Source: an optimization exercise on an open RTL-to-GDS flow (aim: small area and a short achievable clock period). Production flows keep margins and buffers that such runs may drop.
In this exercise RTL edits were held to simulation tests only and were not proved equivalent to the original.
Power and IR drop assume default switching activity.

==> design.v <==
module Addr_Add
	(input [31:0] a, b,
	 output [31:0] s);
	wire [31:0] g0, p0;
	wire [31:0] b_n = ~b;
	genvar i, l;
	generate
		for (i = 0; i < 32; i = i + 1) begin : g_pg
			g_nor2b  ug (.a(b_n[i]), .bn(a[i]), .y(g0[i]));    
			g_xor2   up (.a(a[i]), .b(b[i]), .y(p0[i]));
		end
	endgenerate
	wire [31:0] gg [0:5];
	wire [31:0] pp [0:5];
	assign gg[0] = g0;
	assign pp[0] = p0;
	generate
		for (l = 1; l <= 5; l = l + 1) begin : g_lvl
			localparam integer d = 1 << (l - 1);
			for (i = 0; i < 32; i = i + 1) begin : g_node
				if (i < d) begin : g_pass
					g_inv ug (.a(gg[l-1][i]), .y(gg[l][i]));
					assign pp[l][i] = 1'b0;
				end else if (l % 2 == 1) begin : g_odd
					g_a21oi ug (.a1(pp[l-1][i]), .a2(gg[l-1][i-d]), .b1(gg[l-1][i]), .y(gg[l][i]));
					if (i >= 2*d) begin : g_p
						g_nand2 up (.a(pp[l-1][i]), .b(pp[l-1][i-d]), .y(pp[l][i]));
					end else begin : g_np
						assign pp[l][i] = 1'b1;
					end
				end else begin : g_even
					g_o21ai ug (.a1(pp[l-1][i]), .a2(gg[l-1][i-d]), .b1(gg[l-1][i]), .y(gg[l][i]));
					if (i >= 2*d) begin : g_p
						g_nor2 up (.a(pp[l-1][i]), .b(pp[l-1][i-d]), .y(pp[l][i]));
					end else begin : g_np
						assign pp[l][i] = 1'b0;
					end
				end
			end
		end
	endgenerate
	assign s[0] = p0[0];
	generate
		for (i = 1; i < 32; i = i + 1) begin : g_sum
			g_xnor2 us (.a(p0[i]), .b(gg[5][i-1]), .y(s[i]));
		end
	endgenerate
endmodule
module Pfx32
	(input [31:0] g, p,
	 output [31:0] gn);
	wire [31:0] gg [0:5];
	wire [31:0] pp [0:5];
	assign gg[0] = g;
	assign pp[0] = p;
	genvar i, l;
	generate
		for (l = 1; l <= 5; l = l + 1) begin : g_lvl
			localparam integer d = 1 << (l - 1);
			for (i = 0; i < 32; i = i + 1) begin : g_node
				if (i < d) begin : g_pass
					g_inv ug (.a(gg[l-1][i]), .y(gg[l][i]));
					assign pp[l][i] = 1'b0;
				end else if (l % 2 == 1) begin : g_odd
					g_a21oi ug (.a1(pp[l-1][i]), .a2(gg[l-1][i-d]), .b1(gg[l-1][i]), .y(gg[l][i]));
					if (i >= 2*d) begin : g_p
						g_nand2 up (.a(pp[l-1][i]), .b(pp[l-1][i-d]), .y(pp[l][i]));
					end else begin : g_np
						assign pp[l][i] = 1'b1;
					end
				end else begin : g_even
					g_o21ai ug (.a1(pp[l-1][i]), .a2(gg[l-1][i-d]), .b1(gg[l-1][i]), .y(gg[l][i]));
					if (i >= 2*d) begin : g_p
						g_nor2 up (.a(pp[l-1][i]), .b(pp[l-1][i-d]), .y(pp[l][i]));
					end else begin : g_np
						assign pp[l][i] = 1'b0;
					end
				end
			end
		end
	endgenerate
	assign gn = gg[5];
endmodule
module Inc30
	(input [31:0] x,
	 output [31:0] y);
	wire [29:0] v = x[31:2];
	wire [29:0] c [0:5];    
	assign c[0] = v;
	genvar i, l;
	generate
		for (l = 1; l <= 5; l = l + 1) begin : g_lvl
			localparam integer d = 1 << (l - 1);
			for (i = 0; i < 30; i = i + 1) begin : g_n
				if ((i / d) % 2 == 1) begin : g_and
					assign c[l][i] = c[l-1][i] & c[l-1][(i / d) * d - 1];
				end else begin : g_keep
					assign c[l][i] = c[l-1][i];
				end
			end
		end
	endgenerate
	assign y[1:0] = x[1:0];
	assign y[2] = ~v[0];
	generate
		for (i = 1; i < 30; i = i + 1) begin : g_s
			assign y[i+2] = v[i] ^ c[5][i-1];
		end
	endgenerate
endmodule
module g_o22ai (input a1, a2, b1, b2, output y); assign y = ~((a1 | a2) & (b1 | b2)); endmodule
module g_o21ai (input a1, a2, b1, output y); assign y = ~((a1 | a2) & b1); endmodule
module g_a21oi (input a1, a2, b1, output y); assign y = ~((a1 & a2) | b1); endmodule
module g_nor4 (input a, b, c, d, output y); assign y = ~(a | b | c | d); endmodule
module g_nand4 (input a, b, c, d, output y); assign y = ~(a & b & c & d); endmodule
module g_nand2 (input a, b, output y); assign y = ~(a & b); endmodule
module g_nor2 (input a, b, output y); assign y = ~(a | b); endmodule
module g_xor2 (input a, b, output y); assign y = a ^ b; endmodule
module g_xnor2 (input a, b, output y); assign y = ~(a ^ b); endmodule
module g_inv (input a, output y); assign y = ~a; endmodule
module g_or16 (input [15:0] a, output y); assign y = |a; endmodule
module g_nor2b (input a, bn, output y); assign y = ~a & bn; endmodule
module RF_Read
	(input [991:0] rf,
	 input [4:0] rs,
	 output [31:0] q);
	wire [3:0] lo;
	wire [7:0] hi;
	assign lo[0] = ~rs[1] & ~rs[0];
	assign lo[1] = ~rs[1] &  rs[0];
	assign lo[2] =  rs[1] & ~rs[0];
	assign lo[3] =  rs[1] &  rs[0];
	genvar gi, gb, gj;
	generate
		for (gi = 0; gi < 8; gi = gi + 1) begin : g_hi
			assign hi[gi] = (rs[4:2] == gi);
		end
	endgenerate
	wire [31:0] sn [0:1];
	generate
		for (gj = 0; gj < 2; gj = gj + 1) begin : g_half
			for (gi = 0; gi < 32; gi = gi + 1) begin : g_sel
				g_nand2 u (.a(lo[gi % 4]), .b(hi[gi / 4]), .y(sn[gj][gi]));
			end
		end
	endgenerate
	generate
		for (gb = 0; gb < 32; gb = gb + 1) begin : g_bit
			wire [15:0] y;
			g_o21ai u0 (.a1(sn[gb / 16][1]), .a2(rf[gb]), .b1(sn[gb / 16][0]), .y(y[0]));
			for (gj = 1; gj < 16; gj = gj + 1) begin : g_pair
				g_o22ai u (.a1(sn[gb / 16][2*gj]), .a2(rf[32*(2*gj-1) + gb]),
				           .b1(sn[gb / 16][2*gj+1]), .b2(rf[32*(2*gj) + gb]), .y(y[gj]));
			end
			wire [7:0] z;
			wire [1:0] w;
			for (gj = 0; gj < 8; gj = gj + 1) begin : g_z
				g_nor2 u (.a(y[2*gj]), .b(y[2*gj+1]), .y(z[gj]));
			end
			g_nand4 uw0 (.a(z[0]), .b(z[1]), .c(z[2]), .d(z[3]), .y(w[0]));
			g_nand4 uw1 (.a(z[4]), .b(z[5]), .c(z[6]), .d(z[7]), .y(w[1]));
			g_nor2 uq (.a(w[0]), .b(w[1]), .y(q[gb]));
		end
	endgenerate
endmodule
module RV32I_Top #(parameter n = 32)
	(input clk, rst, shift_done,
	input [n-1:0] dmem_out, imem_out,
	output w_en_to_bus_for_dmem,
	output [n-1:0] addr_dmem,
	output [n-1:0] data_dmem,
	output [n-1:0] pc_to_imem);
	wire [31:0] in = imem_out;
	wire [6:0] op = in[6:0];
	wire [2:0] f3 = in[14:12];
	wire [6:0] f7 = in[31:25];
	wire [4:0] rs1 = in[19:15];
	wire [4:0] rs2 = in[24:20];
	wire [4:0] rd  = in[11:7];
	wire op_r     = op == 7'b0110011;
	wire op_i     = op == 7'b0010011;
	wire op_ld    = op == 7'b0000011;
	wire op_st    = op == 7'b0100011;
	wire op_br    = op == 7'b1100011;
	wire op_jalr  = op == 7'b1100111;
	wire op_jal   = op == 7'b1101111;
	wire op_lui   = op == 7'b0110111;
	wire op_auipc = op == 7'b0010111;
	wire r_ok  = op_r & ((f3 != 3'b000) | (f7 == 7'b0000000) | (f7 == 7'b0100000));
	wire i_ok  = op_i & (f3 != 3'b001) & (f3 != 3'b101);
	wire ld_ok = op_ld & ~f3[2] & ~f3[0];           
	wire st_ok = op_st & ~f3[2] & ~f3[0];           
	wire wr_reg = r_ok | i_ok | ld_ok | op_jalr | op_jal | op_lui | op_auipc;
	wire br_eq  = op_br & (f3 == 3'b000);
	wire br_ne  = op_br & (f3 == 3'b001);
	wire br_lt  = op_br & (f3 == 3'b100);
	wire br_ge  = op_br & (f3 == 3'b101);
	wire [31:0] immI = {{20{in[31]}}, in[31:20]};
	wire [31:0] immLS = {{20{in[31]}}, in[31:25], in[5] ? in[11:7] : in[24:20]};
	wire [31:0] immB = {{19{in[31]}}, in[31], in[7], in[30:25], in[11:8], 1'b0};
	wire [31:0] immU = {in[31:12], 12'h000};
	wire [31:0] immJ = {{12{in[31]}}, in[31], in[19:12], in[20], in[30:21]};
	reg [31:0] rf [1:31];
	wire [31:0] wdata;
	wire [31:0] wdata_r = wdata & {32{~rst}};
	wire [31:1] wen;
	wire [991:0] rf_flat;
	genvar gi;
	generate
		for (gi = 1; gi < 32; gi = gi + 1) begin : g_rf
			assign wen[gi] = rst | (wr_reg & (rd == gi));
			always @(posedge clk)
				if (wen[gi]) rf[gi] <= wdata_r;
			assign rf_flat[32*gi-1 -: 32] = rf[gi];
		end
	endgenerate
	wire [31:0] a, b;
	RF_Read rd1 (.rf(rf_flat), .rs(rs1), .q(a));
	RF_Read rd2 (.rf(rf_flat), .rs(rs2), .q(b));
	reg [31:1] pc_r;
	wire [31:0] pc = {pc_r, 1'b0};
	wire [31:0] pc4;
	Inc30 inc (.x(pc), .y(pc4));
	wire [31:0] sum_ls;
	Addr_Add addr_add (.a(a), .b(immLS), .s(sum_ls));
	wire use_b = op_r | op_br | op_jalr;
	wire [31:0] op2 = use_b ? b : immI;
	wire sub = op_br | ((op_r | op_i) & (f3[2:1] == 2'b01)) | (op_r & (f3 == 3'b000) & in[30]);
	wire [31:0] x = op2 ^ {32{sub}};
	wire [31:0] g_ab = a & x;
	wire [31:0] p_ab = a ^ x;
	wire [31:0] gn_ab;
	Pfx32 pfx_ab (.g({g_ab[31:1], g_ab[0] | (p_ab[0] & sub)}), .p(p_ab), .gn(gn_ab));
	wire [31:0] res_as = p_ab ^ {~gn_ab[30:0], sub};
	wire carry = ~gn_ab[31];
	wire lt_s = (a[31] ^ op2[31]) ? a[31] : res_as[31];
	wire lt_u = ~carry;
	reg [31:0] a_rev, shr_rev;
	integer k;
	always @(*)
		for (k = 0; k < 32; k = k + 1) a_rev[k] = a[31-k];
	wire [31:0] shr_in = f3[2] ? a : a_rev;
	wire [31:0] shr = b[4] ? {16'b0, shr_in[31:16]} : b[3] ? {8'b0, shr_in[31:8]} : b[2] ? {4'b0, shr_in[31:4]} :
	                  b[1] ? {2'b0, shr_in[31:2]} : b[0] ? {1'b0, shr_in[31:1]} : shr_in;
	always @(*)
		for (k = 0; k < 32; k = k + 1) shr_rev[k] = shr[31-k];
	wire [31:0] sll = shr_rev;
	wire [31:0] srl = shr;
	reg [31:0] alu;
	always @(*) begin
		case (f3)
			3'b000: alu = op_r ? res_as : sum_ls;
			3'b001: alu = sll;
			3'b010: alu = {31'b0, lt_s};
			3'b011: alu = {31'b0, lt_u};
			3'b100: alu = a ^ op2;
			3'b101: alu = srl;
			3'b110: alu = a | op2;
			default: alu = a & op2;
		endcase
	end
	wire [31:0] lb = dmem_out[7] ? (dmem_out | 32'hffffff00) : (dmem_out | 32'h000000ff);
	wire [31:0] imm_pc = op[6] ? immB : immU;
	wire [31:0] gn_pc;
	Pfx32 pfx_pc (.g(pc & imm_pc), .p(pc ^ imm_pc), .gn(gn_pc));
	wire [31:0] pc_imm = (pc ^ imm_pc) ^ {~gn_pc[30:0], 1'b0};
	assign wdata = op[2] ? (op[6] ? pc4 : (op[5] ? immU : pc_imm))
	                     : (op[4] ? alu : (f3[1] ? dmem_out : lb));
	wire eq = &p_ab;
	wire taken = op_jal | op_jalr | (br_eq & eq) | (br_ne & ~eq) | (br_lt & res_as[31]) | (br_ge & ~res_as[31]);
	wire [31:0] tgt = op_jal ? {immJ[31:1], 1'b0} : op_jalr ? {res_as[31:1], 1'b0} : pc_imm;
	always @(posedge clk)
		if (rst) pc_r <= 31'b0;
		else if (shift_done) pc_r <= taken ? tgt[31:1] : pc4[31:1];
	assign pc_to_imem = pc;
	assign w_en_to_bus_for_dmem = st_ok;
	assign addr_dmem = sum_ls;
	assign data_dmem = {in[13] ? b[31:8] : 24'b0, b[7:0]};
endmodule
==> run.sh <==
#!/bin/bash
# synth_recipe.tcl (not shown) runs the flow's synth.tcl, then flattens the netlist and writes it again
# the make line also repeats each setting of config.mk as NAME=value (left out here)
make -C /OpenROAD-flow-scripts/flow DESIGN_CONFIG=/design/flow/config.mk WORK_HOME=/design/flow/orfs CLKGATE_MAP_FILE= SYNTH_SCRIPT=/design/flow/synth_recipe.tcl finish
==> config.mk <==
export PLATFORM = sky130hd
export DESIGN_NAME = RV32I_Top
export DESIGN_NICKNAME = RV32I_Top
export VERILOG_FILES = /design/flow/design.v
export SDC_FILE = /design/flow/constraint.sdc
export NUM_CORES = 4
export LEC_CHECK = 0
export CAP_MARGIN = 20
export CORE_MARGIN = 2
export CORE_UTILIZATION = 40
export SETUP_SLACK_MARGIN = 4.0
export SLEW_MARGIN = 20
export SYNTH_HIERARCHICAL = 1
export SYNTH_MINIMUM_KEEP_SIZE = 0
export TNS_END_PERCENT = 0
==> constraint.sdc <==
create_clock -name core_clock -period 12.5 [get_ports {clk}]
set_input_delay 2.5000 -clock core_clock [delete_from_list [all_inputs] [get_ports {clk}]]
set_output_delay 2.5000 -clock core_clock [all_outputs]
set_load 0.01 [all_outputs]
==> summary.txt, run 1 <==
Run status
  • Status: timing/DRC/antenna clean

Worst setup path
  • Worst Reg2Reg Path Length in Cells: 18
  • R2r endpoint: rf[2][30]
  • CP arrival: 9.40 ns
  • Critical path peak fanout: 31
  • Critical path required time: 12.96 ns
  • Worst Setup Start Kind: primary input
  • Reg-to-reg setup timing slack: 6.50 ns
  • Crit path kind: primary input to flip-flop
  • Critical Path Slowest Stage Cell: xnor2_1
  • CP dominant cell by count: nand2_1
  • Worst path max stage delay: 0.97 ns
  • CP Cell Sequence: clkdlybuf4s50_1, nor3b_4, nand2_2, buf_4, o22ai_1, nor2_1, nand4_1, nor2_4, a21oi_2, xnor2_1, ha_1, nand2_1, nor2_1, nand2_1, o21ai_1, a21oi_2, xnor2_1, nand2_1, nand2_1, a221o_1, o21a_1, buf_4
  • Reg2Reg Launch Point: rf[18][6]
  • CP endpoint kind: flip-flop

Logic synthesis
  • Gate Count Post-Synth: 5,473
  • Synth warn: 12
  • Synthesized cell area: 57,000 um^2
  • Syn_area_per_cell: 10.4 um^2

Die
  • Die Wd: 382 um
  • Core area: 142,000 um^2
  • Std cell rows: 138
  • Starting density of the core: 40.3%
  • Die area: 146,000 um^2
  • IO Pins: 164
  • DIE HEIGHT: 382 um

Route
  • Vias per Instance: 6.75
  • DR pass1 iterations: 8
  • WL/cell: 34.6 um
  • DRC viols: 0
  • Routed WL: 273 mm
  • Drt initial violations: 8,724
  • Antenna Nets Post-Route: 0
  • Via count: 53,400

Clock network
  • TritonCTS buffer count: 109
  • Sink Count: 1,023
  • Htree depth: 3
  • CTS root buffer: clkbuf_16
  • Clock Path Buffers: 3
  • CTS tree: yes
  • Hold Buf Count CTS: 0
  • Worst-skew pair later-pin latency: 0.78 ns
  • Worst-path clk slew: 0.06 ns

Finish
  • Sequential cell area: 30,400 um^2
  • Layout cells sized above 1: 21.1%
  • Multi-input gate area: 27,900 um^2
  • Fillers: 12,900
  • # nets final: 6,123
  • Layout area overhead: 22.0%
  • Non-filler cells in the finished layout: 7,904

Placement
  • # port buffers: 162
  • GPL Wtd Cong: 1.05
  • Dpl hpwl: 190 mm
  • Placed cells: 7,563

Job
  • Max Cap Violations: 0

Hold path
  • Hold Crit Class: flip-flop to flip-flop
  • Worst hold endpoint: pc_r[31]
  • Worst hold stages: 2
  • Worst Hold Launch: pc_r[31]

STA
  • Worst Skew: 0.0810 ns
  • Final slew viol count: 0
  • Final hold violation count: 0
  • Slew @ Worst Pin: 1.25 ns
  • Setup_tns: 0 ns
  • Setup violators final: 0
  • Peak Freq: 112 MHz
  • Rel. slew slack: 16.0%
  • RSZ-0062 raised after global routing: yes
  • Period utilization: 71.5%
  • Fin crit period: 8.93 ns

Global route
  • GR Overflow Total: 0
  • Total track usage: 36.1%
  • Largest net degree at the start of global routing: 62
  • Global-route wire length before repair: 375 mm
  • Vias in the first global route: 48,800
  • Initial antenna violation count: 10

Power and ir drop
  • Max IR drop VDD: 0.120 mV
  • Cell area power density: 158 nW/um^2
  • P_leak: 0.0247 uW
## how the worst max path moves through the flow
stage          cells past startpoint             to  slack [ns]         start
2_1_floorplan                     22      rf[10][0]        4.23  imem_out[21]
3_3_place_gp                      17  addr_dmem[26]        1.37  imem_out[19]
3_5_place_dp                      16  addr_dmem[26]        1.44  imem_out[19]
4_1_cts                           22  addr_dmem[26]        3.73  imem_out[16]
5_1_grt                           20      rf[1][21]        3.75  imem_out[24]
6_report                          22      rf[1][28]        3.57  imem_out[24]
## area by class of cell
class | count | share of cell area [%]
Tap cell | 1890 | 3.40
Clock buffer | 133 | 4.06
Timing Repair Buffer | 493 | 6.62
Antenna cell | 4 | 0.0144
Clock inverter | 63 | 0.894
Inverter | 228 | 1.23
Multi-Input combinational cell | 4070 | 40.1
Sequential cell | 1023 | 43.7
## per-stage QoR
| step | total power, uW | util (%) | hold WS [ns] | setup slack [ns] | instance area (um^2) |
|---|---|---|---|---|---|
| after detailed placement | 7280 | 43.9 | 0.582 | 1.44 | 62200 |
| after global placement | 7280 | 43.9 | 0.581 | 1.37 | 62100 |
| after floorplan | 5800 | - | 0.533 | 4.23 | 57000 |
| final | 11000 | 49.1 | 0.594 | 3.57 | 69600 |
| after CTS | 10800 | 48.8 | 0.593 | 3.73 | 69100 |
| after global routing | 11200 | 49.1 | 0.624 | 3.75 | 69600 |
## placed cells by master, fill, tap and decap left out, types with 53 or more instances in the layout
master and instances:
nand2_1 319, o22ai_1 981, edfxtp_1 992, ha_1 129, clkbuf_16 109, a21oi_2 211
nand4_1 142, o21ai_1 190, buf_4 255, mux2i_1 60, a21oi_1 177, o21ai_0 98
clkdlybuf4s50_1 111, xnor2_1 76, nor2_2 71, inv_1 218, nor2_1 808, nand2_2 53
## state kept, by name, indices dropped and copies added (netlist names)
signal,flops
pc_r,31
rf,992
## worst max-delay path: cells and delay by family
kind | cells | cell delay (ns)
AND/OR/NAND/NOR | 10 | 2.46
buffers and inverters | 3 | 1.40
AO/OA/AOI/OAI | 6 | 1.26
XOR/XNOR | 2 | 1.12
adder cells (fa/ha/maj) | 1 | 0.58
## repair_timing
action                      CTS  global route
pin swaps                   144            33
gates resized for setup     614            70
gates cloned                  9             1
setup endpoints to repair  1056          1048
buffers inserted            108            22
## routing by layer
layer	up-vias	wire [um]	global-route usage, %
li1	22200	-	-
met2	4240	114000	51.9
met3	764	38000	11.3
met5	-	135	0
met1	26200	104000	48.9
met4	8	17600	18.5
## power breakdown
| part | total, uW | leakage [uW] | switching, uW | internal, uW |
|---|---|---|---|---|
| Clock | 3140 | 0.00166 | 1420 | 1720 |
| Combinational | 3540 | 0.0126 | 2430 | 1110 |
| Sequential | 4290 | 0.0104 | 160 | 4130 |
| Total | 11000 | 0.0247 | 4000 | 6960 |
==> run 2: changes to the inputs <==
--- a/config.mk
+++ b/config.mk
@@ -8,7 +8,9 @@
 export CAP_MARGIN = 20
 export CORE_MARGIN = 2
 export CORE_UTILIZATION = 40
-export SETUP_SLACK_MARGIN = 4.0
+export CTS_CLUSTER_DIAMETER = 100
+export CTS_CLUSTER_SIZE = 24
+export SETUP_SLACK_MARGIN = 4.5
 export SLEW_MARGIN = 20
 export SYNTH_HIERARCHICAL = 1
 export SYNTH_MINIMUM_KEEP_SIZE = 0
==> summary.txt, run 2 <==
Placement
  • # port buffers: 162 (unchanged)
  • GPL Wtd Cong: 1.04 (-1.1%)
  • Pre-CTS WS: 1.36 ns (-0.0875 ns)
  • Dpl hpwl: 189 mm (-0.19%)

Clock network
  • Worst-skew pair later-pin latency: 0.77 ns (about the same)
  • Sink Count: 1,023 (unchanged)
  • Htree depth: 2 (-1)
  • CTS tree: yes
  • TritonCTS buffer count: 51 (-53%)
  • CTS root buffer: clkbuf_16
  • Worst-path clk slew: 0.10 ns (+0.04 ns)
  • Clock Path Buffers: 3 (unchanged)

Global route
  • Met3 Use GR: 10.9% (-0.40 points)
  • Met2 Track Usage GR: 50.0% (-1.9 points)
  • Initial antenna violation count: 13 (+3)
  • Largest net degree at the start of global routing: 81 (+31%)
  • Gr busiest metal: met2
  • GR Overflow Total: 0 (unchanged)
  • Vias in the first global route: 47,600 (-2.5%)
  • Met1 usage: 49.4% (+0.49 points)
  • Global-route wire length before repair: 369 mm (-1.6%)
  • Total track usage: 35.6% (-0.55 points)

Worst setup path
  • R2r endpoint: rf[28][10]
  • Critical path origin: imem_out[21]
  • CP endpoint kind: flip-flop
  • Worst Reg2Reg Path Length in Cells: 18 (unchanged)
  • Crit path kind: primary input to flip-flop
  • Worst Setup Start Kind: primary input
  • Critical path required time: 12.85 ns (-0.11 ns)
  • Reg-to-reg setup timing slack: 6.72 ns (+0.22 ns)
  • Setup crit end: rf[29][0]
  • Reg2Reg Launch Point: rf[18][8]
  • CP arrival: 8.90 ns (-0.50 ns)
  • Critical path peak fanout: 31 (unchanged)

Finish
  • # nets final: 6,151 (+0.46%)
  • Largest Register: rf
  • Max FFs per register: 992 (unchanged)
  • Layout cells sized above 1: 23.1% (+2.0 points)
  • Layout area overhead: 22.2%
  • Most frequent cells in the layout: edfxtp_1 (992), o22ai_1 (962), nor2_1 (792)
  • Multi-input gate area: 28,700 um^2 (+3.1%)
  • Sequential cell area: 30,400 um^2 (unchanged)
  • Fillers: 12,900 (-0.36%)
  • Commonest non-fill, non-tap cell in the layout: edfxtp_1
  • Biggest regs: rf (992), pc_r (31)

Die
  • Core area: 142,000 um^2 (unchanged)
  • Starting density of the core: 40.3% (unchanged)
  • DIE HEIGHT: 382 um (unchanged)
  • IO Pins: 164 (unchanged)
  • Die Wd: 382 um (unchanged)
  • Die area: 146,000 um^2 (unchanged)
  • Std cell rows: 138 (unchanged)

STA
  • Rel. slew slack: 19.9% (+3.8 points)
  • Final hold violation count: 0 (unchanged)
  • Peak Freq: 117 MHz (+4.5%)
  • Setup_tns: 0 ns (unchanged)
  • Worst Skew: 0.107 ns (+0.0258 ns)
  • Fin crit period: 8.55 ns (-0.387 ns)
  • Slew @ Worst Pin: 1.20 ns (-0.0472 ns)
  • Final WS setup: 3.95 ns (+0.387 ns)
  • Setup violators final: 0 (unchanged)
  • Period utilization: 68.4% (-3.1 points)
  • RSZ-0062 raised after global routing: yes
  • Final slew viol count: 0 (unchanged)

Route
  • DR pass1 iterations: 9 (+1)
  • Routed WL: 276 mm (+0.94%)
  • Antenna Nets Post-Route: 0 (unchanged)
  • Drt initial violations: 9,950 (+14%)
  • Vias per Instance: 6.83 (+1.1%)
  • Via count: 53,700 (+0.51%)
  • DRC viols: 0 (unchanged)
  • WL/cell: 35.1 um (+1.5%)

Run status
  • Status: timing/DRC/antenna clean

Power and ir drop
  • Max IR drop VDD: 0.127 mV (+5.8%)
  • Overall Power: 9860 uW (-10%)
  • P_leak: 0.0248 uW (+0.46%)
  • Cell area power density: 141 nW/um^2 (-10%)

Logic synthesis
  • Synthesized cell area: 57,000 um^2 (unchanged)
  • Gate Count Post-Synth: 5,473 (unchanged)
  • Syn_area_per_cell: 10.4 um^2 (unchanged)
  • Synth warn: 12 (unchanged)

Hold path
  • Hold Crit Class: flip-flop to flip-flop

Job
  • Max Cap Violations: 0 (unchanged)
==> run 2: worst min path at each step <==
stage | startpoint | endpoint | slack (ns) | cells after the start
finish | pc_r[1] | pc_r[1] | 0.64 | 2
CTS | pc_r[31] | pc_r[31] | 0.62 | 2
detailed placement | pc_r[31] | pc_r[31] | 0.60 | 2
global route | pc_r[31] | pc_r[31] | 0.64 | 2
global placement | pc_r[31] | pc_r[31] | 0.59 | 2
floorplan | pc_r[1] | pc_r[1] | 0.53 | 2
==> run 2: critical path, cell delays in order <==
cell and delay [ns]:
dlymetal6s2s_1 0.43, nor2b_4 0.53, buf_4 0.33, nand2_2 0.34, o22ai_1 0.30, nor2_1 0.08
nand4_1 0.31, nor2_4 0.09, a21oi_2 0.31, xnor2_1 0.21, ha_1 0.63, a21oi_2 0.13
o21ai_1 0.37, a21oi_2 0.11, o21ai_1 0.26, a21oi_2 0.15, o211ai_1 0.62, o2111ai_1 0.26
a2111oi_2 0.45, a211oi_4 0.11, buf_4 0.29
==> run 2: per-layer routing <==
layer / vias up / share of wire (%)
met3: 740 / 15
met1: 26300 / 38
met4: 4 / 6.6
met5: - / 0.0083
met2: 4475 / 41
li1: 22200 / -
==> run 2: per-stage QoR <==
step | instance area (um^2) | util (%) | cells | hold slack, ns
after global routing | 69700 | 49.2 | 7857 | 0.638
after detailed placement | 62100 | 43.8 | 7546 | 0.604
after CTS | 66400 | 46.9 | 7690 | 0.620
after global placement | 62100 | 43.8 | 7546 | 0.589
final | 69700 | 49.2 | 7859 | 0.637
after floorplan | 57000 | - | 5476 | 0.533
==> run 2: power breakdown <==
part | leakage (uW) | switching [uW] | internal, uW | total (uW)
Clock | 0.000717 | 1140 | 764 | 1900
Combinational | 0.0137 | 2480 | 1190 | 3670
Sequential | 0.0104 | 163 | 4120 | 4280
Total | 0.0248 | 3780 | 6080 | 9860
==> run 2: timing repair <==
action | CTS | global route
pin swaps | 80 | 173
hold buffers | 0 | 0
resized for setup | 500 | 437
buffers inserted | 72 | 144
cloned | 5 | 22
setup endpoints to repair | 1070 | 1056
==> run 2: layout make-up <==
class / count / share of cell area (%)
antenna: 2 / 0.00718
clock buffer: 55 / 1.85
clock inverter: 12 / 0.260
inverter: 228 / 1.23
multi-input combinational: 4074 / 41.2
sequential: 1023 / 43.6
tap: 1890 / 3.39
timing repair buffer: 575 / 8.40
==> run 3: changes to the inputs <==
--- a/config.mk
+++ b/config.mk
@@ -9,7 +9,7 @@
 export CORE_MARGIN = 2
 export CORE_UTILIZATION = 40
 export CTS_CLUSTER_DIAMETER = 100
-export CTS_CLUSTER_SIZE = 24
+export CTS_CLUSTER_SIZE = 20
 export SETUP_SLACK_MARGIN = 4.5
 export SLEW_MARGIN = 20
 export SYNTH_HIERARCHICAL = 1
==> summary.txt, run 3 <==
Route
  • Routed WL: 274 mm (-0.65%)
  • Drt initial violations: 9,432 (-5.2%)
  • DR pass1 iterations: 9 (unchanged)
  • Antenna Nets Post-Route: 0 (unchanged)
  • WL/cell: 35.0 um (-0.27%)
  • DRC viols: 0 (unchanged)
  • Via count: 53,400 (-0.41%)
  • Vias per Instance: 6.83 (about the same)

Finish
  • Layout area overhead: 21.6%
  • # nets final: 6,121 (-0.49%)
  • Commonest non-fill, non-tap cell in the layout: edfxtp_1
  • Max FFs per register: 992 (unchanged)
  • Post-layout instance area: 69,300 um^2 (-0.51%)
  • Most frequent cells in the layout: edfxtp_1 (992), o22ai_1 (967), nor2_1 (789)
  • Non-filler cells in the finished layout: 7,829 (-0.38%)
  • Biggest regs: rf (992), pc_r (31)
  • Largest Register: rf
  • Fillers: 12,900 (+0.50%)
  • Layout cells sized above 1: 22.5% (-0.59 points)

Placement
  • Area of placed instances: 62,100 um^2 (unchanged)
  • Placed cells: 7,546 (unchanged)
  • Dpl hpwl: 189 mm (unchanged)
  • GPL Wtd Cong: 1.04 (unchanged)
  • # port buffers: 162 (unchanged)
  • Pre-CTS WS: 1.36 ns (unchanged)

Clock network
  • CTS root buffer: clkbuf_16
  • Clock Path Buffers: 3 (unchanged)
  • Worst-path clk slew: 0.09 ns (about the same)
  • Worst-skew pair later-pin latency: 0.76 ns (about the same)
  • Htree depth: 2 (unchanged)
  • TritonCTS buffer count: 60 (+18%)
  • Sink Count: 1,023 (unchanged)
  • CTS tree: yes

Worst setup path
  • CP endpoint kind: flip-flop
  • Worst Reg2Reg Path Length in Cells: 17 (-1)
  • R2r endpoint: rf[25][0]
  • Critical path origin: imem_out[23]
  • Worst Setup Start Kind: primary input
  • Critical path required time: 12.91 ns (+0.06 ns)
  • Reg2Reg Launch Point: rf[22][8]
  • CP arrival: 8.96 ns (+0.06 ns)
  • Reg-to-reg setup timing slack: 6.69 ns (-0.03 ns)
  • Critical path peak fanout: 31 (unchanged)
  • Crit path kind: primary input to flip-flop
  • Setup crit end: rf[1][21]

Logic synthesis
  • Synthesized cell area: 57,000 um^2 (unchanged)
  • Synth warn: 12 (unchanged)
  • Gate Count Post-Synth: 5,473 (unchanged)
  • Syn_area_per_cell: 10.4 um^2 (unchanged)

Global route
  • Initial antenna violation count: 16 (+3)
  • Total track usage: 36.1% (+0.51 points)
  • Global-route wire length before repair: 374 mm (+1.3%)
  • Vias in the first global route: 48,400 (+1.8%)
  • Met3 Use GR: 11.1% (+0.26 points)
  • Largest net degree at the start of global routing: 81 (unchanged)
  • Met1 usage: 49.5% (+0.097 points)
  • GR Overflow Total: 0 (unchanged)
  • Met2 Track Usage GR: 50.9% (+0.88 points)
  • Gr busiest metal: met2

Power and ir drop
  • Flop pwr share: 42.9% (-0.5 points)
  • Pint: 6180 uW (+1.7%)
  • Switching Share: 38.1% (-0.31 points)
  • Switching Power: 3800 uW (+0.37%)
  • Clk network pwr share: 20.5% (+1.2 points)
  • Max IR drop VDD: 0.137 mV (+8.2%)
  • Comb power frac: 36.6% (-0.7 points)
  • P_leak: 0.0245 uW (-1.1%)
  • Cell area power density: 144 nW/um^2 (+1.7%)

Run status
  • Status: timing/DRC/antenna clean

STA
  • Final hold violation count: 0 (unchanged)
  • RSZ-0062 raised after global routing: yes
  • Fin crit period: 8.56 ns (+0.0103 ns)
  • Rel. slew slack: 20.7% (+0.77 points)
  • Slew @ Worst Pin: 1.19 ns (-0.00882 ns)
  • Peak Freq: 117 MHz (-0.12%)
  • Worst Skew: 0.0658 ns (-0.0410 ns)
  • Fin Hold WS: 0.631 ns (-0.00526 ns)
  • Final WS setup: 3.94 ns (-0.0103 ns)
  • Setup_tns: 0 ns (unchanged)
  • Period utilization: 68.5% (+0.083 points)
  • Final slew viol count: 0 (unchanged)
  • Setup violators final: 0 (unchanged)

Die
  • IO Pins: 164 (unchanged)
  • DIE HEIGHT: 382 um (unchanged)
  • Die Wd: 382 um (unchanged)
  • Die area: 146,000 um^2 (unchanged)
  • Core area: 142,000 um^2 (unchanged)
  • Starting density of the core: 40.3% (unchanged)
  • Std cell rows: 138 (unchanged)

Hold path
  • Hold Crit Class: flip-flop to flip-flop

Job
  • Max Cap Violations: 0 (unchanged)
run 3: final cells by class:
type                            count  area [um^2]  area share (%)
Antenna cell                        1         2.50         0.00361
Clock buffer                       67         1530            2.20
Timing Repair Buffer              538         5390            7.77
Tap cell                         1890         2360            3.41
Multi-Input combinational cell   4072        28600            41.3
Inverter                          228          856            1.23
Clock inverter                     10          180           0.260
Sequential cell                  1023        30400            43.9
run 3: worst max-delay path, cell delays in order:
cell,delay [ns]
clkdlybuf4s15_2,0.37
buf_4,0.24
and3b_2,0.36
nand2_1,0.20
buf_4,0.25
o22ai_1,0.09
nor2_1,0.29
nand4_1,0.41
nor2_4,0.29
a21oi_2,0.15
xnor2_1,0.57
ha_2,0.50
a21oi_2,0.23
o21ai_1,0.16
a21oi_2,0.17
o21ai_1,0.09
a21oi_2,0.23
xor2_2,0.60
o21ai_0,0.32
a221oi_1,0.48
a21oi_4,0.09
buf_4,0.28
run 3: worst min path at each step:
stage                    end  cells past startpoint      from  slack, ns
finish               pc_r[1]                      2   pc_r[1]       0.63
global route        pc_r[31]                      2  pc_r[31]       0.64
CTS                 pc_r[31]                      2  pc_r[31]       0.62
detailed placement  pc_r[31]                      2  pc_r[31]       0.60
global placement    pc_r[31]                      2  pc_r[31]       0.59
floorplan            pc_r[1]                      2   pc_r[1]       0.53
run 3: per-layer routing:
layer  part of all wire [%]  wire length [um]
met5                  0.057               157
met4                    6.8             18600
met3                     14             38900
met2                     41            112000
met1                     38            105000
run 3: what timing repair did:
action	in CTS	in global routing
setup endpoints to repair	1072	1056
gates resized for setup	765	152
hold buffers	0	0
setup buffers	147	41
pin swaps	150	109
gates cloned	12	4
run 3: power by group through the flow:
| stage | Clock (uW) | Sequential [uW] | Combinational, uW |
|---|---|---|---|
| 2_1_floorplan | 0 | 4310 | 1500 |
| 3_3_place_gp | 0 | 4340 | 2930 |
| 3_5_place_dp | 0 | 4350 | 2920 |
| 4_1_cts | 2060 | 4280 | 3380 |
| 5_1_grt | 2170 | 4320 | 3690 |
| 6_report | 2040 | 4280 | 3650 |
run 3: stage by stage:
step / util, % / power (uW)
CTS: 48.3 / 9720
global placement: 43.8 / 7270
floorplan: - / 5800
detailed placement: 43.8 / 7270
global route: 49.0 / 10200
finish: 49.0 / 9980
==> run 4: changes to the inputs <==
--- a/config.mk
+++ b/config.mk
@@ -9,7 +9,7 @@
 export CORE_MARGIN = 2
 export CORE_UTILIZATION = 40
 export CTS_CLUSTER_DIAMETER = 100
-export CTS_CLUSTER_SIZE = 20
+export CTS_CLUSTER_SIZE = 16
 export SETUP_SLACK_MARGIN = 4.5
 export SLEW_MARGIN = 20
 export SYNTH_HIERARCHICAL = 1
==> summary.txt, run 4 <==
Placement
  • GPL Wtd Cong: 1.04 (unchanged)
  • Area of placed instances: 62,100 um^2 (unchanged)
  • Dpl hpwl: 189 mm (unchanged)
  • # port buffers: 162 (unchanged)
  • Pre-CTS WS: 1.36 ns (unchanged)
  • Placed cells: 7,546 (unchanged)

Global route
  • Largest net degree at the start of global routing: 81 (unchanged)
  • Vias in the first global route: 49,000 (+1.2%)
  • GR Overflow Total: 0 (unchanged)
  • Global-route wire length before repair: 379 mm (+1.2%)
  • Initial antenna violation count: 13 (-3)
  • Total track usage: 36.5% (+0.47 points)

STA
  • Fin crit period: 8.54 ns (-0.0196 ns)
  • RSZ-0062 raised after global routing: yes
  • Worst Skew: 0.0532 ns (-0.0126 ns)
  • Final hold violation count: 0 (unchanged)
  • Rel. slew slack: 15.4% (-5.2 points)
  • Final WS setup: 3.96 ns (+0.0196 ns)
  • Peak Freq: 117 MHz (+0.23%)
  • Slew @ Worst Pin: 1.27 ns (+0.0771 ns)
  • Setup violators final: 0 (unchanged)
  • Final slew viol count: 0 (unchanged)
  • Period utilization: 68.3% (-0.16 points)
  • Setup_tns: 0 ns (unchanged)

Clock network
  • Worst-path clk slew: 0.09 ns (about the same)
  • CTS tree: yes
  • CTS root buffer: clkbuf_16
  • Sink Count: 1,023 (unchanged)
  • TritonCTS buffer count: 75 (+25%)
  • Hold Buf Count CTS: 0 (unchanged)
  • Worst-skew pair later-pin latency: 0.73 ns (-0.03 ns)
  • Htree depth: 3 (+1)
  • Clock Path Buffers: 3 (unchanged)

Worst setup path
  • CP endpoint kind: output port
  • Crit-path leading delay family: simple AND/OR/NAND/NOR gates
  • CP arrival: 6.04 ns (-2.92 ns)
  • Worst path max stage delay: 0.36 ns (-0.24 ns)
  • Worst Setup Start Kind: primary input
  • Critical path required time: 10.00 ns (-2.91 ns)
  • Critical Path Slowest Stage Cell: nand4_1
  • CP dominant cell by count: buf_12
  • Crit path kind: primary input to output port
  • CP Cell Sequence: buf_12, and3b_2, buf_12, buf_4, nand2_8, o22ai_1, nor2_1, nand4_1, nor2_4, buf_12, xor2_4, nand2_4, nor2_4, nand2_2, o21ai_4, a21oi_2, xnor2_2, buf_2
  • Critical path peak fanout: 16 (-48%)
  • CP bufs+invs: 5 (+1)

Finish
  • Most frequent cells in the layout: edfxtp_1 (992), o22ai_1 (969), nor2_1 (780)
  • Non-filler cells in the finished layout: 7,873 (+0.56%)
  • # nets final: 6,164 (+0.70%)
  • Layout cells sized above 1: 23.5% (+1.0 points)
  • Largest Register: rf
  • Biggest regs: rf (992), pc_r (31)
  • Fillers: 12,800 (-1.0%)
  • Layout area overhead: 23.3%
  • Post-layout instance area: 70,300 um^2 (+1.4%)
  • Max FFs per register: 992 (unchanged)
  • Commonest non-fill, non-tap cell in the layout: edfxtp_1

Run status
  • Status: timing/DRC/antenna clean

Logic synthesis
  • Synth warn: 12 (unchanged)
  • Gate Count Post-Synth: 5,473 (unchanged)
  • Synthesized cell area: 57,000 um^2 (unchanged)
  • Syn_area_per_cell: 10.4 um^2 (unchanged)

Route
  • DR pass1 iterations: 8 (-1)
  • DRC viols: 0 (unchanged)
  • Drt initial violations: 9,470 (+0.40%)
  • Vias per Instance: 6.82 (about the same)
  • WL/cell: 35.2 um (+0.59%)
  • Routed WL: 277 mm (+1.2%)
  • Antenna Nets Post-Route: 0 (unchanged)
  • Via count: 53,700 (+0.54%)

Die
  • Std cell rows: 138 (unchanged)
  • Core area: 142,000 um^2 (unchanged)
  • Die Wd: 382 um (unchanged)
  • Die area: 146,000 um^2 (unchanged)
  • Starting density of the core: 40.3% (unchanged)
  • DIE HEIGHT: 382 um (unchanged)
  • IO Pins: 164 (unchanged)

Job
  • Max Cap Violations: 0 (unchanged)

Power and ir drop
  • Max IR drop VDD: 0.128 mV (-7.0%)
  • Cell area power density: 147 nW/um^2 (+2.0%)
  • P_leak: 0.0249 uW (+1.6%)

Hold path
  • Hold Crit Class: flip-flop to flip-flop
## run 4: path summary, 6_finish.rpt
check / slack, ns / to / from / depth (start not counted)
worst max register to register: 6.70 / rf[27][0] / rf[16][10] / 17
worst min-delay path: 0.62 / pc_r[31] / pc_r[31] / 2
worst min register to register: 0.62 / pc_r[31] / pc_r[31] / 2
worst max-delay path: 3.96 / addr_dmem[27] / imem_out[17] / 18
## run 4: layout make-up
type | count | area, um^2 | share of cell area (%)
inverters | 228 | 856 | 1.22
clock inverters | 11 | 150 | 0.213
well taps | 1890 | 2360 | 3.36
diodes | 3 | 7.51 | 0.0107
flip-flops and latches | 1023 | 30400 | 43.2
multi-input cells | 4075 | 28800 | 41.0
repair buffers | 563 | 5790 | 8.23
clock buffers | 80 | 1920 | 2.73
## run 4: stage by stage
step	power, uW	hold WS [ns]	util (%)
final	10300	0.622	49.7
after CTS	10100	0.618	49.1
after detailed placement	7270	0.604	43.8
after global placement	7270	0.589	43.8
after global routing	10500	0.641	49.7
after floorplan	5800	0.533	-
## run 4: timing repair
item                                    4_1_cts  5_1_grt
pin swaps                                   194       76
endpoints found under the setup margin     1086     1056
resized for setup                           903       79
setup buffers                               164       46
gates cloned                                 18        3
## run 4: tightest hold or removal path: stages (launching register included)
cell	delay [ns]
dfxtp_1	0.40
nor2_1	0.11
a2111oi_0	0.07
## run 4: power breakdown
part / total [uW] / switching (uW) / leakage, uW / internal (uW)
registers: 4290 / 164 / 0.0104 / 4120
logic: 3720 / 2510 / 0.0135 / 1210
clock network: 2320 / 1210 / 0.00101 / 1110
total: 10300 / 3890 / 0.0249 / 6440
## run 4: metal layers
metal | share of wire (%) | wire (um) | global-route usage, % | up-vias
li1 | - | - | - | 22200
met1 | 38 | 104000 | 49.5 | 26300
met2 | 41 | 114000 | 51.4 | 4405
met3 | 15 | 41000 | 12.6 | 787
met4 | 6.5 | 18100 | 19.0 | 10
met5 | 0.025 | 69 | 0.0992 | -
==> run 5: changes to the inputs <==
--- a/design.v
+++ b/design.v
@@ -120,6 +120,7 @@
 module g_inv (input a, output y); assign y = ~a; endmodule
 module g_or16 (input [15:0] a, output y); assign y = |a; endmodule
 module g_nor2b (input a, bn, output y); assign y = ~a & bn; endmodule
+module g_and2n (input a, bn, output y); assign y = a & ~bn; endmodule
 module RF_Read
 	(input [991:0] rf,
 	 input [4:0] rs,
@@ -202,7 +203,15 @@
 	wire [31:0] immJ = {{12{in[31]}}, in[31], in[19:12], in[20], in[30:21]};
 	reg [31:0] rf [1:31];
 	wire [31:0] wdata;
-	wire [31:0] wdata_r = wdata & {32{~rst}};
+	wire [31:0] wdata_r [0:1];
+	genvar gw, gb;
+	generate
+		for (gw = 0; gw < 2; gw = gw + 1) begin : g_wd
+			for (gb = 0; gb < 32; gb = gb + 1) begin : g_b
+				g_and2n u (.a(wdata[gb]), .bn(rst), .y(wdata_r[gw][gb]));
+			end
+		end
+	endgenerate
 	wire [31:1] wen;
 	wire [991:0] rf_flat;
 	genvar gi;
@@ -210,7 +219,7 @@
 		for (gi = 1; gi < 32; gi = gi + 1) begin : g_rf
 			assign wen[gi] = rst | (wr_reg & (rd == gi));
 			always @(posedge clk)
-				if (wen[gi]) rf[gi] <= wdata_r;
+				if (wen[gi]) rf[gi] <= wdata_r[gi / 16];
 			assign rf_flat[32*gi-1 -: 32] = rf[gi];
 		end
 	endgenerate
--- a/config.mk
+++ b/config.mk
@@ -8,8 +8,6 @@
 export CAP_MARGIN = 20
 export CORE_MARGIN = 2
 export CORE_UTILIZATION = 40
-export CTS_CLUSTER_DIAMETER = 100
-export CTS_CLUSTER_SIZE = 16
 export SETUP_SLACK_MARGIN = 4.5
 export SLEW_MARGIN = 20
 export SYNTH_HIERARCHICAL = 1
==> summary.txt, run 5 <==
Run status
  • Status: timing/DRC/antenna clean

Clock network
  • CTS root buffer: clkbuf_16
  • Htree depth: 3 (unchanged)
  • Worst-skew pair later-pin latency: 0.77 ns (+0.04 ns)
  • Hold Buf Count CTS: 0 (unchanged)
  • CTS tree: yes
  • TritonCTS buffer count: 107 (+43%)
  • Worst-path clk slew: 0.06 ns (-0.03 ns)
  • Sink Count: 1,023 (unchanged)
  • Clock Path Buffers: 3 (unchanged)

Die
  • IO Pins: 164 (unchanged)
  • Core area: 142,000 um^2 (unchanged)
  • Std cell rows: 138 (unchanged)
  • Die area: 146,000 um^2 (about the same)
  • Die Wd: 382 um (about the same)
  • DIE HEIGHT: 382 um (about the same)
  • Starting density of the core: 40.3% (about the same)

Finish
  • Post-layout instance area: 70,700 um^2 (+0.55%)
  • Max FFs per register: 992 (unchanged)
  • Commonest non-fill, non-tap cell in the layout: edfxtp_1
  • Biggest regs: rf (992), pc_r (31)
  • Layout cells sized above 1: 22.9% (-0.60 points)
  • Most frequent cells in the layout: edfxtp_1 (992), o22ai_1 (964), nor2_1 (736)
  • Layout area overhead: 23.9%
  • Largest Register: rf
  • # nets final: 6,118 (-0.75%)
  • Non-filler cells in the finished layout: 7,909 (+0.46%)

STA
  • Final hold violation count: 0 (unchanged)
  • Final WS setup: 3.77 ns (-0.190 ns)
  • Setup_tns: 0 ns (unchanged)
  • Rel. slew slack: 19.6% (+4.2 points)
  • Peak Freq: 115 MHz (-2.2%)
  • Slew @ Worst Pin: 1.21 ns (-0.0611 ns)
  • RSZ-0062 raised after global routing: yes
  • Final slew viol count: 0 (unchanged)
  • Period utilization: 69.8% (+1.5 points)
  • Setup violators final: 0 (unchanged)
  • Fin crit period: 8.73 ns (+0.190 ns)
  • Worst Skew: 0.0885 ns (+0.0353 ns)

Route
  • WL/cell: 34.4 um (-2.4%)
  • Vias per Instance: 6.77 (-0.86%)
  • Antenna Nets Post-Route: 0 (unchanged)
  • DRC viols: 0 (unchanged)
  • Via count: 53,500 (-0.40%)
  • DR pass1 iterations: 7 (-1)
  • Routed WL: 272 mm (-1.9%)
  • Drt initial violations: 9,095 (-4.0%)

Worst setup path
  • Critical path peak fanout: 22 (+6)
  • Worst Setup Start Kind: primary input
  • R2r endpoint: rf[4][4]
  • Critical path required time: 12.95 ns (+2.95 ns)
  • CP bufs+invs: 8 (+3)
  • CP dominant cell by count: buf_4
  • Critical Path Slowest Stage Cell: a211oi_2
  • Crit path kind: primary input to flip-flop
  • CP arrival: 9.18 ns (+3.14 ns)
  • Crit-path leading delay family: compound AO/OA/AOI/OAI gates
  • Worst Reg2Reg Path Length in Cells: 19 (+2)
  • CP endpoint kind: flip-flop
  • Reg-to-reg setup timing slack: 6.52 ns (-0.18 ns)
  • Worst path max stage delay: 0.68 ns (+0.32 ns)
  • Reg2Reg Launch Point: rf[19][3]

Hold path
  • Worst hold stages: 1 (-1)
  • Hold Crit Class: flip-flop to flip-flop
  • Worst hold endpoint: pc_r[3]
  • Worst Hold Launch: pc_r[3]

Global route
  • GR Overflow Total: 0 (unchanged)
  • Vias in the first global route: 48,400 (-1.1%)
  • Initial antenna violation count: 17 (+4)
  • Global-route wire length before repair: 369 mm (-2.6%)
  • Largest net degree at the start of global routing: 91 (+12%)
  • Total track usage: 35.4% (-1.2 points)

Placement
  • Pre-CTS WS: 1.34 ns (-0.0146 ns)
  • GPL Wtd Cong: 1.09 (+4.6%)
  • Dpl hpwl: 187 mm (-1.1%)
  • # port buffers: 162 (unchanged)
  • Placed cells: 7,531 (-0.20%)
  • Area of placed instances: 62,300 um^2 (+0.31%)

Logic synthesis
  • Synthesized cell area: 57,100 um^2 (about the same)
  • Gate Count Post-Synth: 5,423 (-0.91%)
  • Synth warn: 13 (+1)
  • Syn_area_per_cell: 10.5 um^2 (+0.99%)

Power and ir drop
  • Max IR drop VDD: 0.118 mV (-7.4%)
  • P_leak: 0.0247 uW (-0.60%)
  • Cell area power density: 152 nW/um^2 (+3.8%)

Job
  • Max Cap Violations: 0 (unchanged)
-- run 5: repair_timing --
action	4_1_cts	5_1_grt
resized for setup	640	262
setup buffers	80	80
gates cloned	3	6
pin swaps	99	129
setup endpoints to repair	1087	1077
-- run 5: per-layer routing --
metal  up-vias  global-route usage [%]  routed length [um]
li1      22100                       -                   -
met3       815                    12.2               41000
met2      4294                    51.0              114000
met5         -                  0.0661                  80
met1     26300                    47.0              101000
met4        12                    17.9               16600
-- run 5: worst max path at each step --
stage	depth (start not counted)	slack, ns	to	start
floorplan	13	4.74	addr_dmem[29]	imem_out[16]
global placement	16	1.33	addr_dmem[31]	imem_out[18]
detailed placement	15	1.34	addr_dmem[31]	imem_out[18]
CTS	17	4.11	addr_dmem[17]	imem_out[15]
global route	20	3.97	addr_dmem[5]	imem_out[19]
finish	25	3.77	rf[4][4]	imem_out[21]
-- run 5: worst reg2reg max path, cell delays in order (launching register included) --
cell and delay [ns]:
edfxtp_1 0.37, o22ai_1 0.10, nor2_1 0.29, nand4_1 0.42, nor2_2 0.21, buf_4 0.31
mux2i_1 0.24, xnor2_1 0.32, ha_2 0.41, a21oi_2 0.27, o21ai_1 0.18, inv_1 0.11
inv_1 0.07, inv_1 0.06, xor2_1 0.15, o21ai_0 0.50, a221oi_1 0.23, o221a_2 0.22
a211oi_2 0.68, nor2b_4 0.53
-- run 5: through the flow --
step	utilization (%)	hold slack, ns	power [uW]
floorplan	-	0.582	5710
global placement	44.0	0.558	7060
detailed placement	44.0	0.590	7060
CTS	48.5	0.603	10400
global route	49.9	0.627	11000
finish	50.0	0.596	10800
-- run 5: final cells by class --
class / count / area, um^2
Fill cell: 12600 / 70900
Sequential cell: 1023 / 30400
Multi-Input combinational cell: 4041 / 28500
Timing Repair Buffer: 533 / 5230
Clock buffer: 127 / 2750
Tap cell: 1890 / 2360
Inverter: 214 / 803
Clock inverter: 71 / 626
Antenna cell: 10 / 25.0
-- run 5: power breakdown --
part / internal (uW) / switching, uW
clock: 1720 / 1410
sequential: 4120 / 153
combinational: 1090 / 2280
==> run 6: changes to the inputs <==
--- a/config.mk
+++ b/config.mk
@@ -8,6 +8,8 @@
 export CAP_MARGIN = 20
 export CORE_MARGIN = 2
 export CORE_UTILIZATION = 40
+export CTS_CLUSTER_DIAMETER = 100
+export CTS_CLUSTER_SIZE = 24
 export SETUP_SLACK_MARGIN = 4.5
 export SLEW_MARGIN = 20
 export SYNTH_HIERARCHICAL = 1
==> summary.txt, run 6 <==
Logic synthesis
  • Synthesized cell area: 57,100 um^2 (unchanged)
  • Syn_area_per_cell: 10.5 um^2 (unchanged)
  • Gate Count Post-Synth: 5,423 (unchanged)
  • Synth warn: 13 (unchanged)

Route
  • Drt initial violations: 9,242 (+1.6%)
  • Routed WL: 272 mm (about the same)
  • Antenna Nets Post-Route: 0 (unchanged)
  • Via count: 53,500 (-0.058%)
  • WL/cell: 34.8 um (+1.1%)
  • DRC viols: 0 (unchanged)
  • DR pass1 iterations: 7 (unchanged)
  • Vias per Instance: 6.84 (+1.1%)

Placement
  • Pre-CTS WS: 1.34 ns (unchanged)
  • GPL Wtd Cong: 1.09 (unchanged)
  • Dpl hpwl: 187 mm (unchanged)
  • # port buffers: 162 (unchanged)

Die
  • Starting density of the core: 40.3% (unchanged)
  • Std cell rows: 138 (unchanged)
  • Die area: 146,000 um^2 (unchanged)
  • IO Pins: 164 (unchanged)
  • Core area: 142,000 um^2 (unchanged)
  • DIE HEIGHT: 382 um (unchanged)
  • Die Wd: 382 um (unchanged)

Clock network
  • Hold Buf Count CTS: 0 (unchanged)
  • CTS root buffer: clkbuf_16
  • CTS tree: yes
  • Sink Count: 1,023 (unchanged)
  • TritonCTS buffer count: 52 (-51%)
  • Worst-path clk slew: 0.09 ns (+0.03 ns)
  • Htree depth: 2 (-1)
  • Worst-skew pair later-pin latency: 0.72 ns (-0.05 ns)
  • Clock Path Buffers: 3 (unchanged)

STA
  • Slew @ Worst Pin: 1.20 ns (-0.00150 ns)
  • Fin Hold WS: 0.603 ns (+0.00720 ns)
  • Setup violators final: 0 (unchanged)
  • Final hold violation count: 0 (unchanged)
  • Period utilization: 68.7% (-1.1 points)
  • RSZ-0062 raised after global routing: yes
  • Peak Freq: 116 MHz (+1.6%)
  • Worst Skew: 0.0378 ns (-0.0507 ns)
  • Rel. slew slack: 19.7% (+0.10 points)
  • Final slew viol count: 0 (unchanged)
  • Final WS setup: 3.91 ns (+0.141 ns)
  • Setup_tns: 0 ns (unchanged)
  • Fin crit period: 8.59 ns (-0.141 ns)

Worst setup path
  • Critical path origin: imem_out[21]
  • Crit-path leading delay family: compound AO/OA/AOI/OAI gates
  • CP arrival: 8.97 ns (-0.21 ns)
  • Reg-to-reg setup timing slack: 6.74 ns (+0.22 ns)
  • Critical Path Slowest Stage Cell: a221o_1
  • CP bufs+invs: 6 (-2)
  • CP endpoint kind: flip-flop
  • Critical path peak fanout: 22 (unchanged)
  • Crit path kind: primary input to flip-flop
  • Worst path max stage delay: 0.60 ns (-0.08 ns)
  • Critical path required time: 12.88 ns (-0.07 ns)
  • Reg2Reg Launch Point: rf[18][3]
  • Worst Setup Start Kind: primary input

Global route
  • GR Overflow Total: 0 (unchanged)
  • Global-route wire length before repair: 372 mm (+0.82%)
  • Vias in the first global route: 48,700 (+0.69%)
  • Total track usage: 35.6% (+0.28 points)
  • Initial antenna violation count: 22 (+5)
  • Largest net degree at the start of global routing: 91 (unchanged)

Job
  • Max Cap Violations: 0 (unchanged)

Finish
  • Layout area overhead: 22.0%
  • Max FFs per register: 992 (unchanged)
  • Largest Register: rf
  • Biggest regs: rf (992), pc_r (31)
  • Most frequent cells in the layout: edfxtp_1 (992), o22ai_1 (959), nor2_1 (735)
  • Commonest non-fill, non-tap cell in the layout: edfxtp_1
  • # nets final: 6,106 (-0.20%)
  • Post-layout util: 49.2% (-0.79 points)
  • Layout cells sized above 1: 22.7% (-0.21 points)

Hold path
  • Worst Hold Launch: pc_r[3]
  • Hold Crit Class: flip-flop to flip-flop

Power and ir drop
  • Max IR drop VDD: 0.129 mV (+9.1%)
  • Cell area power density: 139 nW/um^2 (-8.9%)
  • P_leak: 0.0243 uW (-1.9%)

Run status
  • Status: timing/DRC/antenna clean
-- run 6: changes by cell type in the layout (fill, tap and decap cells not counted), moves of 6 or more --
cell,previous run,this run
bufinv_16,7,1
clkbuf_16,113,54
clkinv_1,33,4
clkinv_2,19,0
buf_12,46,66
nand2_4,44,53
clkbuf_1,20,5
buf_4,263,287
buf_16,1,8
nand2_2,49,36
diode_2,10,4
-- run 6: report_power, final --
group	total (uW)	leakage, uW	internal, uW	switching [uW]
clock network	1960	0.000734	810	1150
registers	4270	0.0100	4120	153
logic	3430	0.0135	1130	2300
-- run 6: layout make-up --
class	count	area, um^2
Sequential cell	1023	30400
Clock buffer	58	1350
Inverter	214	803
Fill cell	12700	72000
Antenna cell	4	10.0
Tap cell	1890	2360
Multi-Input combinational cell	4042	28600
Clock inverter	11	164
Timing Repair Buffer	575	5860
-- run 6: stage by stage --
stage	instance area [um^2]	power, uW	instances
floorplan	57100	5710	5426
finish	69600	9660	7817
CTS	68700	9400	7767
global route	69600	9840	7813
detailed placement	62300	7060	7531
global placement	62200	7060	7531
-- run 6: what timing repair did --
item	4_1_cts	5_1_grt
gates cloned	10	1
endpoints found under the setup margin	1087	1054
pin swaps	162	56
setup buffers	157	43
resized for setup	866	72
-- run 6: worst reg2reg max path, delay by kind of cell (launching register included) --
kind / cells / cell delay (ns)
XOR/XNOR: 2 / 0.79
flip-flops: 1 / 0.37
AND/OR/NAND/NOR: 4 / 1.17
buffers and inverters: 2 / 0.41
AO/OA/AOI/OAI: 9 / 2.09
adder cells (fa/ha/maj): 1 / 0.42
multiplexers: 1 / 0.20
-- run 6: worst paths after layout --
kind | end | cells past startpoint
worst max register to register | rf[4][24] | 19
worst max-delay path | rf[4][24] | 25
worst min-delay path | pc_r[3] | 1
worst min register to register | pc_r[3] | 1
-- run 6: metal layers --
metal  vias up  global-route usage [%]  wire, um
li1      22000                       -         -
met2      4278                    51.3    113000
met5         -                       0       178
met1     26300                    47.4    101000
met3       876                    12.1     39900
met4        28                    18.6     18200
==> run 7: changes to the inputs <==
--- a/config.mk
+++ b/config.mk
@@ -9,7 +9,7 @@
 export CORE_MARGIN = 2
 export CORE_UTILIZATION = 40
 export CTS_CLUSTER_DIAMETER = 100
-export CTS_CLUSTER_SIZE = 24
+export CTS_CLUSTER_SIZE = 20
 export SETUP_SLACK_MARGIN = 4.5
 export SLEW_MARGIN = 20
 export SYNTH_HIERARCHICAL = 1
==> summary.txt, run 7 <==
Worst setup path
  • CP arrival: 9.08 ns (+0.11 ns)
  • CP endpoint kind: flip-flop
  • Critical path peak fanout: 16 (-27%)
  • Critical path required time: 12.91 ns (+0.03 ns)
  • Worst Setup Start Kind: primary input
  • Crit path kind: primary input to flip-flop

Route
  • Routed WL: 268 mm (-1.3%)
  • DRC viols: 0 (unchanged)
  • Vias per Instance: 6.83 (-0.16%)
  • Antenna Nets Post-Route: 0 (unchanged)
  • DR pass1 iterations: 9 (+2)
  • Via count: 53,100 (-0.75%)
  • WL/cell: 34.5 um (-0.69%)
  • Drt initial violations: 9,349 (+1.2%)

Die
  • Starting density of the core: 40.3% (unchanged)
  • Die area: 146,000 um^2 (unchanged)
  • DIE HEIGHT: 382 um (unchanged)
  • IO Pins: 164 (unchanged)
  • Std cell rows: 138 (unchanged)
  • Die Wd: 382 um (unchanged)
  • Core area: 142,000 um^2 (unchanged)

Power and ir drop
  • Pint: 6090 uW (+0.49%)
  • Comb power frac: 34.4% (-1.1 points)
  • Overall Power: 9660 uW (about the same)
  • Switching Power: 3570 uW (-0.83%)
  • P_leak: 0.0239 uW (-1.5%)
  • Max IR drop VDD: 0.137 mV (+6.4%)
  • Switching Share: 37.0% (-0.31 points)
  • Clk network pwr share: 21.4% (+1.1 points)
  • Cell area power density: 141 nW/um^2 (+1.4%)
  • Flop pwr share: 44.2% (about the same)

Finish
  • Commonest non-fill, non-tap cell in the layout: edfxtp_1
  • Layout cells sized above 1: 21.1% (-1.6 points)
  • Largest Register: rf
  • Biggest regs: rf (992), pc_r (31)
  • Fillers: 12,800 (+0.71%)
  • Layout area overhead: 20.3%
  • Max FFs per register: 992 (unchanged)
  • Sequential cell area: 30,400 um^2 (unchanged)
  • # nets final: 6,050 (-0.92%)
  • Post-layout util: 48.5% (-0.69 points)
  • Multi-input gate area: 28,200 um^2 (-1.5%)
  • Most frequent cells in the layout: edfxtp_1 (992), o22ai_1 (967), nor2_1 (746)
  • Post-layout instance area: 68,600 um^2 (-1.4%)

Run status
  • Status: timing/DRC/antenna clean

STA
  • Period utilization: 69.3% (+0.63 points)
  • Worst Skew: 0.0389 ns (+0.00102 ns)
  • Final slew viol count: 0 (unchanged)
  • Slew @ Worst Pin: 1.21 ns (+0.00714 ns)
  • RSZ-0062 raised after global routing: yes
  • Final hold violation count: 0 (unchanged)
  • Setup violators final: 0 (unchanged)
  • Rel. slew slack: 18.9% (-0.77 points)
  • Peak Freq: 115 MHz (-0.91%)
  • Setup_tns: 0 ns (unchanged)
  • Fin crit period: 8.67 ns (+0.0787 ns)

Clock network
  • Clock Path Buffers: 3 (unchanged)
  • CTS root buffer: clkbuf_16
  • Htree depth: 2 (unchanged)
  • Hold Buf Count CTS: 0 (unchanged)
  • Worst-path clk slew: 0.08 ns (about the same)
  • Sink Count: 1,023 (unchanged)
  • TritonCTS buffer count: 61 (+17%)
  • CTS tree: yes
  • Worst-skew pair later-pin latency: 0.74 ns (+0.02 ns)

Global route
  • Vias in the first global route: 48,600 (-0.22%)
  • Global-route wire length before repair: 370 mm (-0.43%)
  • GR Overflow Total: 0 (unchanged)
  • Initial antenna violation count: 26 (+18%)
  • Largest net degree at the start of global routing: 91 (unchanged)
  • Total track usage: 35.4% (-0.23 points)

Placement
  • Area of placed instances: 62,300 um^2 (unchanged)
  • Dpl hpwl: 187 mm (unchanged)
  • GPL Wtd Cong: 1.09 (unchanged)
  • # port buffers: 162 (unchanged)

Job
  • Max Cap Violations: 0 (unchanged)

Logic synthesis
  • Synthesized cell area: 57,100 um^2 (unchanged)
  • Synth warn: 13 (unchanged)
  • Gate Count Post-Synth: 5,423 (unchanged)
  • Syn_area_per_cell: 10.5 um^2 (unchanged)

Hold path
  • Hold Crit Class: flip-flop to flip-flop
==> run 7: cell type report <==
| cell class | instances | share of cell area, % |
|---|---|---|
| Clock buffer | 69 | 2.27 |
| Clock inverter | 12 | 0.228 |
| Inverter | 214 | 1.17 |
| Multi-Input combinational cell | 4040 | 41.1 |
| Timing Repair Buffer | 512 | 7.43 |
| Sequential cell | 1023 | 44.3 |
| Tap cell | 1890 | 3.45 |
| Antenna cell | 11 | 0.0401 |
==> run 7: timing repair <==
item | CTS | global route
gates resized for setup | 787 | 36
pin swaps | 136 | 28
gates cloned | 7 | 0
setup buffers | 118 | 22
setup endpoints to repair | 1087 | 1056
==> run 7: power by group through the flow <==
stage                     sequential [uW]  clock (uW)  combinational, uW
after CTS                            4260        2080               3120
after detailed placement             4340           0               2720
after global routing                 4300        2190               3370
after global placement               4320           0               2730
final                                4270        2070               3320
after floorplan                      4300           0               1410
==> run 7: stage by stage <==
| step | hold slack, ns | cells | worst slack, ns |
|---|---|---|---|
| 2_1_floorplan | 0.582 | 5426 | 4.74 |
| 3_3_place_gp | 0.558 | 7531 | 1.33 |
| 3_5_place_dp | 0.590 | 7531 | 1.34 |
| 4_1_cts | 0.607 | 7737 | 4.24 |
| 5_1_grt | 0.634 | 7763 | 3.98 |
| 6_report | 0.600 | 7771 | 3.83 |
==> run 7: per-layer routing <==
metal	GRT usage, %	vias to the layer above	routed length, um
met1	47.4	26100	99700
li1	-	21900	-
met5	0	-	221
met4	17.9	30	17100
met2	51.3	4236	112000
met3	11.4	829	39500
==> run 7: critical path, stage by stage <==
cell	delay, ns
clkdlybuf4s18_2	0.47
and3b_2	0.49
nand2_2	0.51
o22ai_1	0.13
nor2_1	0.15
nand4_1	0.45
nor2_4	0.42
mux2i_1	0.19
xnor2_1	0.18
ha_1	0.59
nand2_1	0.20
nor2_1	0.28
nand2_1	0.12
o21ai_1	0.26
inv_1	0.09
xor2_1	0.48
o21ai_0	0.30
a221oi_1	0.31
o21ai_0	0.27
o2bb2ai_2	0.35
nor2b_4	0.28
==> run 7: path summary, 6_finish.rpt <==
path | start | slack, ns | end | depth (start not counted)
setup / recovery | imem_out[24] | 3.83 | rf[14][10] | 21
setup reg to reg | rf[19][3] | 6.73 | rf[1][24] | 19
hold / removal | pc_r[3] | 0.60 | pc_r[3] | 1
hold reg to reg | pc_r[3] | 0.60 | pc_r[3] | 1

[what the ideal ports hide]
How much do the figures lean on ideal ports? The routed layouts below were timed once more, with nothing changed but the port constraints. Step 1 (the two cells are an assumption about what drives the block):
set clk [get_ports {clk}]
set_driving_cell -lib_cell sky130_fd_sc_hd__clkbuf_16 $clk
set_driving_cell -lib_cell sky130_fd_sc_hd__buf_2 [delete_from_list [all_inputs] $clk]
Step 2 moves the port delays by t, midway between the first and last clock arrival at a register: inputs arrive t later, outputs are due t later. That takes back most of the time a late clock gives input paths. Three values: ideal ports, drivers, drivers and shift; two values: the first two.
| run | t, ns | setup slack, ns | worst hold slack (ns) | slew at the worst register clock pin (ns) | worst slew at a driven data input, ns |
|---|---|---|---|---|---|
| run 1 | 0.833 | 3.566 / 3.616 / 2.793 | 0.594 / 0.594 / 0.594 | 0.07 / 0.07 | 0.09 |
| run 2 | 0.799 | 3.953 / 3.833 / 3.207 | 0.637 / 0.637 / 0.637 | 0.11 / 0.11 | 0.21 |
| run 3 | 0.805 | 3.943 / 3.850 / 3.192 | 0.631 / 0.631 / 0.631 | 0.09 / 0.09 | 0.16 |
| run 4 | 0.789 | 3.962 / 3.840 / 3.261 | 0.622 / 0.622 / 0.622 | 0.09 / 0.09 | 0.19 |
| run 5 | 0.793 | 3.773 / 3.818 / 3.025 | 0.596 / 0.596 / 0.596 | 0.07 / 0.07 | 0.18 |
| run 6 | 0.782 | 3.913 / 3.934 / 3.184 | 0.603 / 0.603 / 0.603 | 0.10 / 0.10 | 0.09 |
| run 7 | 0.788 | 3.835 / 3.883 / 3.096 | 0.600 / 0.600 / 0.600 | 0.10 / 0.10 | 0.09 |
After both steps setup and hold are still met in every run listed. The setup slack of run 1, which loses most, moves by +0.050 ns with the drivers and by -0.773 ns with both steps.
